Context: an optimization exercise on an open-source flow, tuned for small area and a short achievable clock period. The choices shown serve that exercise and are no tape-out recipe.
No run shown here included a check of the RTL's function; only the layout flow was run.

## flow/design.v (module list and top-level ports; edited modules follow where they fit)
// module LDL_crc32_d8: 40 lines
// module LDL_crc32_dn: 27 lines
// module LDL_crc32_dn_check: 1291 lines
// module crc_lanes: 40 lines
// module crc_fn_q: 3 lines
// module crc_fn_p: 3 lines
// module crc_fn_d7: 3 lines
// module crc_fn_d15: 3 lines
// module crc_fn_or2: 3 lines
// module crc_fn_or3: 3 lines
// module crc_fn_nor2: 3 lines
// module crc_fn_nor3: 3 lines
// module crc_fn_a21o: 3 lines
// module crc_fn_a21oi: 3 lines
// module crc_fn_a31oi: 3 lines
// module crc_fn_a41oi: 3 lines
// module crc_fn_a211oi: 3 lines
// module crc_fn_inv: 3 lines
// module crc_nand2: 3 lines
// module crc_nor2: 3 lines
// module crc_x2: 3 lines
module LDL_crc32_dn_check #(parameter NUM = 16)(
  input  [8*NUM -1:0]        data,  
  input  [$clog2(NUM) -1:0]  bnum,  
  input         valid,
  input         eof  ,
  output reg    err  ,
  input         rst_n,
  input         clk
);
  // ...
==> flow/flow/run.sh <==
#!/bin/bash
set -euo pipefail
export BUFFER_PORTS_ARGS="-buffer_cell sky130_fd_sc_hd__buf_1"
bash standard.sh SETUP_SLACK_MARGIN=14 finish > make_finish.log 2>&1
==> flow/standard.sh <==
#!/bin/bash
# synth_recipe.tcl (not shown) runs the flow's synth.tcl, then flattens the netlist and writes it again
# the make line also repeats each setting of config.mk as NAME=value (left out here)
make -C /OpenROAD-flow-scripts/flow DESIGN_CONFIG=/design/flow/config.mk WORK_HOME=/design/flow/orfs CLKGATE_MAP_FILE= SYNTH_SCRIPT=/design/flow/synth_recipe.tcl "${@:-finish}"
==> flow/config.mk <==
export PLATFORM = sky130hd
export DESIGN_NAME = LDL_crc32_dn_check
export DESIGN_NICKNAME = LDL_crc32_dn_check
export VERILOG_FILES = /design/flow/design.v
export SDC_FILE = /design/flow/constraint.sdc
export NUM_CORES = 4
export LEC_CHECK = 0
export ABC_CLOCK_PERIOD_IN_PS = 1500
export CAP_MARGIN = 20
export CORE_MARGIN = 2
export CORE_UTILIZATION = 50
export PLACE_DENSITY = 0.75
export SLEW_MARGIN = 20
export SYNTH_HIERARCHICAL = 1
export SYNTH_MINIMUM_KEEP_SIZE = 0
==> flow/constraint.sdc <==
create_clock -name core_clock -period 24.0 [get_ports {clk}]
set_input_delay 4.8000 -clock core_clock [delete_from_list [all_inputs] [get_ports {clk}]]
set_output_delay 4.8000 -clock core_clock [all_outputs]
set_load 0.01 [all_outputs]
==> impl_metrics.py, run 1 <==
metrics = {
    "timing": {
        "finalClockSkew_ns": 0.00889,
        "hold_ws_ns": 0.493,
    },
    "synthesis": {
        "synth_top_family_by_area": "XOR/XNOR gates",
        "synth_compound_area_share_pct": 4.03,
        "synth_area_sq_um": 9940,
        "yosys-top-cells-count": "xor2_1 (906), nand2_1 (81), nor2_1 (72)",
        "synth_area_leader_cell": "xor2_1",
        "synth_mux_area_share_pct": 0,
        "syn_inst": 1194,
    },
    "cells_and_area": {
        "final_area_sq_um": 11300,
        "syn_to_final_growth_pct": 13.7,
        "final_core_util_pct": 58.1,
        "largest_reg_flops": 32,
        "fin_cells": 1618,
        "multi_input_cells": 1133,
        "clock_area_share_pct": 1.52,
        "nClkBuffers": 5,
    },
    "clock_tree": {
        "hold_buffers": 0,
    },
    "route": {
        "wl_met1_um": 19000,
        "dr.pass1.iters": 7,
    },
    "flow_run": {
        "drv_cap": 0,
    },
    "hold_path": {
        "hold_start": "s[2]",
    },
    "global_route": {
        "grt_busiest_layer": "met2",
    },
    "critical_path": {
        "r2r-start": "s[4]",
        "max_stage_delay_ns": 0.64,
        "path_delay_family": "XOR/XNOR gates",
        "ff2ff_path_depth": 12,
    },
    "status": {
        "outcome": "complete, no violations",
    },
    "die": {
        "core_area_sq_um": 19500,
        "die_x_um": 145,
    },
    "placed_design": {
        "placedInstanceArea_sq_um": 10900,
    },
}
==> run 2: changes to the inputs <==
==> flow/flow/run.sh (replaced) <==
#!/bin/bash
# Layout: the standard ORFS flow (standard.sh), unchanged synthesis, with these changes
# to how the rest of the layout is made:
#  - port buffers are sky130_fd_sc_hd__buf_1 cells (buffer_ports -buffer_cell) instead of
#    the delay-buffer cells buffer_ports picks by default;
#  - the delay cells (clkdlybuf4s*, dlygate*, dlymetal*) are not used by placement and
#    repair (added to DONT_USE_CELLS after synthesis);
set -euo pipefail
bash standard.sh synth > make_synth.log 2>&1
export BUFFER_PORTS_ARGS="-buffer_cell sky130_fd_sc_hd__buf_1"
export DONT_USE_CELLS="sky130_fd_sc_hd__clkdlybuf4s15_1 sky130_fd_sc_hd__clkdlybuf4s15_2 sky130_fd_sc_hd__clkdlybuf4s18_1 sky130_fd_sc_hd__clkdlybuf4s18_2 sky130_fd_sc_hd__clkdlybuf4s25_1 sky130_fd_sc_hd__clkdlybuf4s25_2 sky130_fd_sc_hd__clkdlybuf4s50_1 sky130_fd_sc_hd__clkdlybuf4s50_2 sky130_fd_sc_hd__dlygate4sd1_1 sky130_fd_sc_hd__dlygate4sd2_1 sky130_fd_sc_hd__dlygate4sd3_1 sky130_fd_sc_hd__dlymetal6s2s_1 sky130_fd_sc_hd__dlymetal6s4s_1 sky130_fd_sc_hd__dlymetal6s6s_1"
bash standard.sh SETUP_SLACK_MARGIN=14 finish > make_finish.log 2>&1
==> impl_metrics.py, run 2 <==
metrics = {
    "critical_path": {
        "path_delay_family": "XOR/XNOR gates",
        "max_stage_delay_ns": 0.64,
        "cp_slowest_cell": "xor2_1",
        "worstSetupStartpointType": "input pin",
        "cp_common_cell": "xor2_1",
        "worst-path-max-fanout": 10,
        "worstSetupEndpointType": "flip-flop",
        "critical_path_class": "in2reg",
        "cp_data_arrival_time_ns": 10.21,
        "required_ns": 24.18,
        "path_cells": "clkdlybuf4s15_2 -> o311ai_4 -> a21oi_2 -> nor2_1 -> xor2_1 -> xor2_1 -> xor2_1 -> xor2_1 -> xor2_1 -> xor2_1 -> xor2_1 -> xor2_1 -> and4b_1 -> nand4_1 -> o2111a_1",
        "cp_num_buf_inv": 1,
    },
    "synthesis": {
        "yosysSeqAreaShare_pct": 6.65,
        "yosys-top-cells-count": "xor2_1 (906), nand2_1 (81), nor2_1 (72)",
        "synth_area_leaders": "xor2_1 (80%), dfxtp_1 (6.6%), nand2_1 (3.1%)",
        "synth_cell_types": 31,
        "synth-edff-count": 0,
        "synth_area_sq_um": 9940,
        "synth_most_common_cell": "xor2_1",
        "postSynthAreaPerCell_sq_um": 8.33,
        "syn_inst": 1194,
        "ys_ff_latch": 33,
        "syn-num-nets": 1330,
        "synth_ff_type": "dfxtp_1",
        "synth_area_leader_cell": "xor2_1",
        "synth_top_area_share_pct": 79.8,
        "async_reset_ff_share_pct": 0,
        "yosys_warnings": 7,
    },
    "clock_tree": {
        "clock_path_buffers": 2,
        "hold_buffers": 0,
        "cts_max_level": 2,
        "clk_pin_slew_ns": 0.06,
        "clock_latency_ns": 0.28,
        "tritoncts": "done",
        "cts_buffers": 5,
        "clock-sinks": 33,
        "root_buffer": "clkbuf_16",
    },
    "route": {
        "drt_wl_total_um": 50100,
        "drcViolationCount": 0,
        "wl_per_cell_um": 31.0,
        "via_count": 8940,
        "viasPerCell": 5.53,
        "dr.pass1.iters": 7,
        "drt_iter0_markers": 986,
        "ant_nets": 0,
    },
    "cells_and_area": {
        "drive_gt1_share_pct": 5.54,
        "final_cell_mix": "xor2_1 (887), buf_1 (132), nand2_1 (81)",
        "final_area_sq_um": 11300,
        "syn_to_final_growth_pct": 13.7,
        "largest_reg_flops": 32,
        "fill_cells": 1898,
        "layout_commonest_cell": "xor2_1",
        "seq_area_sq_um": 661,
        "diodes": 0,
        "multi_input_area_sq_um": 9350,
        "top_register": "s",
        "largestRegisters": "s: 32 flops, err: 1 flops",
        "nNetsFinal": 1488,
        "final_core_util_pct": 58.1,
    },
    "die": {
        "start_util_pct": 51.1,
        "dieHeight_um": 145,
        "die_x_um": 145,
        "dieArea_sq_um": 21000,
        "io_pins": 137,
        "std_cell_rows": 51,
        "core_area_sq_um": 19500,
    },
    "timing": {
        "setup_viol": 0,
        "max_slew.worst_pin.slew_ns": 1.14,
        "drv_slew": 0,
        "final_hold_viol_count": 0,
        "post-route-period-util_pct": 41.8,
        "rsz0062_at_grt": "no",
        "finalClockSkew_ns": 0.00889,
        "fmax_mhz": 99.6,
        "fin_crit_ns": 10.04,
        "fin_tns_setup_ns": 0,
        "setup_ws_ns": 13.96,
        "maxSlewHeadroom_pct": 23.7,
    },
    "placed_design": {
        "gp_congestion": 1.23,
        "port_buffers": 136,
        "dp_hpwl_um": 44300,
        "place_ws_ns": 13.08,
        "placedInstanceArea_sq_um": 10900,
    },
    "global_route": {
        "met3_usage_pct": 11.5,
        "grt_busiest_layer": "met2",
        "grt_use_met1_pct": 57.2,
        "grt_overflow_total": 0,
        "grt_pass1_vias": 8810,
        "grt_max_degree": 36,
        "grt.total_usage_pct": 46.3,
        "antenna_found_initial": 0,
        "grt_pass1_wl_um": 67500,
        "grtUsageMet2_pct": 68.9,
    },
    "hold_path": {
        "hold_path.class": "reg2reg",
    },
    "status": {
        "outcome": "complete, no violations",
    },
    "flow_run": {
        "drv_cap": 0,
    },
}
-- run 2: layout make-up --
class | count | share of cell area (%)
clock buffer | 5 | 1.11
timing repair buffer | 163 | 6.46
inverter | 16 | 0.531
sequential | 33 | 5.84
multi-input combinational | 1133 | 82.7
clock inverter | 3 | 0.410
tap | 265 | 2.93
-- run 2: modules after synthesis, one instance, submodules excluded, excerpt --
module | cells | copies in the design | flops+latches | cell area, sq um
crc_nand2 | 1 | 49 | 0 | 3.75
crc_x2 | 1 | 882 | 0 | 8.76
crc_fn_a31oi | 1 | 3 | 0 | 6.26
crc_fn_p | 2 | 1 | 0 | 20.0
LDL_crc32_dn_check | 154 | 1 | 33 | 1500
crc_fn_nor3 | 1 | 1 | 0 | 10.0
crc_fn_q | 1 | 1 | 0 | 16.3
crc_fn_nor2 | 1 | 1 | 0 | 3.75
crc_fn_inv | 1 | 15 | 0 | 3.75
crc_fn_a21o | 1 | 1 | 0 | 7.51
crc_fn_a211oi | 1 | 1 | 0 | 12.5
-- run 2: what timing repair did --
action / 4_1_cts / 5_1_grt
pin swaps: 0 / 1
buffers inserted: 0 / 3
gates resized for setup: 21 / 12
setup endpoints to repair: 5 / 1
hold endpoints to repair: 0 / 0
-- run 2: logic make-up after synthesis --
group                     synth area share, %
AOI/OAI and AO/OA                        4.03
DFF                                      6.65
buffers and inverters                    1.40
xor gates and xnor gates                 80.5
and+or+nand+nor                          7.40
-- run 2: final timing paths --
| kind | to | slack (ns) | cells past startpoint | from |
|---|---|---|---|---|
| worst max-delay path | err | 13.96 | 15 | eof |
| worst min-delay path | s[2] | 0.49 | 2 | s[2] |
| worst max register to register | err | 19.30 | 12 | s[4] |
| worst min register to register | s[2] | 0.49 | 2 | s[2] |
-- run 2: layer usage --
layer,vias up,wire (um)
met5,-,0
met4,0,4840
met3,217,5680
met2,662,20600
met1,4069,19000
li1,3992,-
-- run 2: through the flow --
| step | std cells | hold WS [ns] |
|---|---|---|
| after detailed placement | 1607 | 0.479 |
| final | 1618 | 0.493 |
| after global routing | 1618 | 0.506 |
| after CTS | 1615 | 0.494 |
| after global placement | 1607 | 0.464 |
| after floorplan | 1194 | 0.453 |
-- run 2: worst register-to-register path, cell delays in order, from the launching register on --
cell	delay, ns
dfxtp_1	0.32
xnor2_1	0.72
xor2_1	0.43
xor2_1	0.48
xor2_1	0.40
xor2_1	0.50
xor2_1	0.22
xor2_1	0.19
xor2_1	0.38
xor2_1	0.21
nor4bb_1	0.33
nand4_1	0.15
o2111a_1	0.27

[port drivers added, routing unchanged]
The results above use ideal ports. As a check the final layouts listed here were re-extracted and re-timed, cells and wires unchanged.
Step 1 (the two cells are an assumption about what drives the block):
set clk [get_ports {clk}]
set_driving_cell -lib_cell sky130_fd_sc_hd__clkbuf_16 $clk
set_driving_cell -lib_cell sky130_fd_sc_hd__buf_2 [delete_from_list [all_inputs] $clk]
Step 2 also shifts input and output timing later by t, the mid clock arrival at the registers, as if the neighbouring blocks saw the same clock.
Three values: no drivers, after step 1, after step 2; two values: the first two.
| run | shift t [ns] | setup WS [ns] | slew at the worst register clock pin (ns) | worst data-port slew with drivers (ns) |
|---|---|---|---|---|
| run 1 | 0.312 | 13.965 / 13.976 / 13.664 | 0.06 / 0.06 | 0.05 |
| run 2 | 0.312 | 13.965 / 13.976 / 13.664 | 0.06 / 0.06 | 0.05 |
After both steps setup and hold are still met in every run listed.
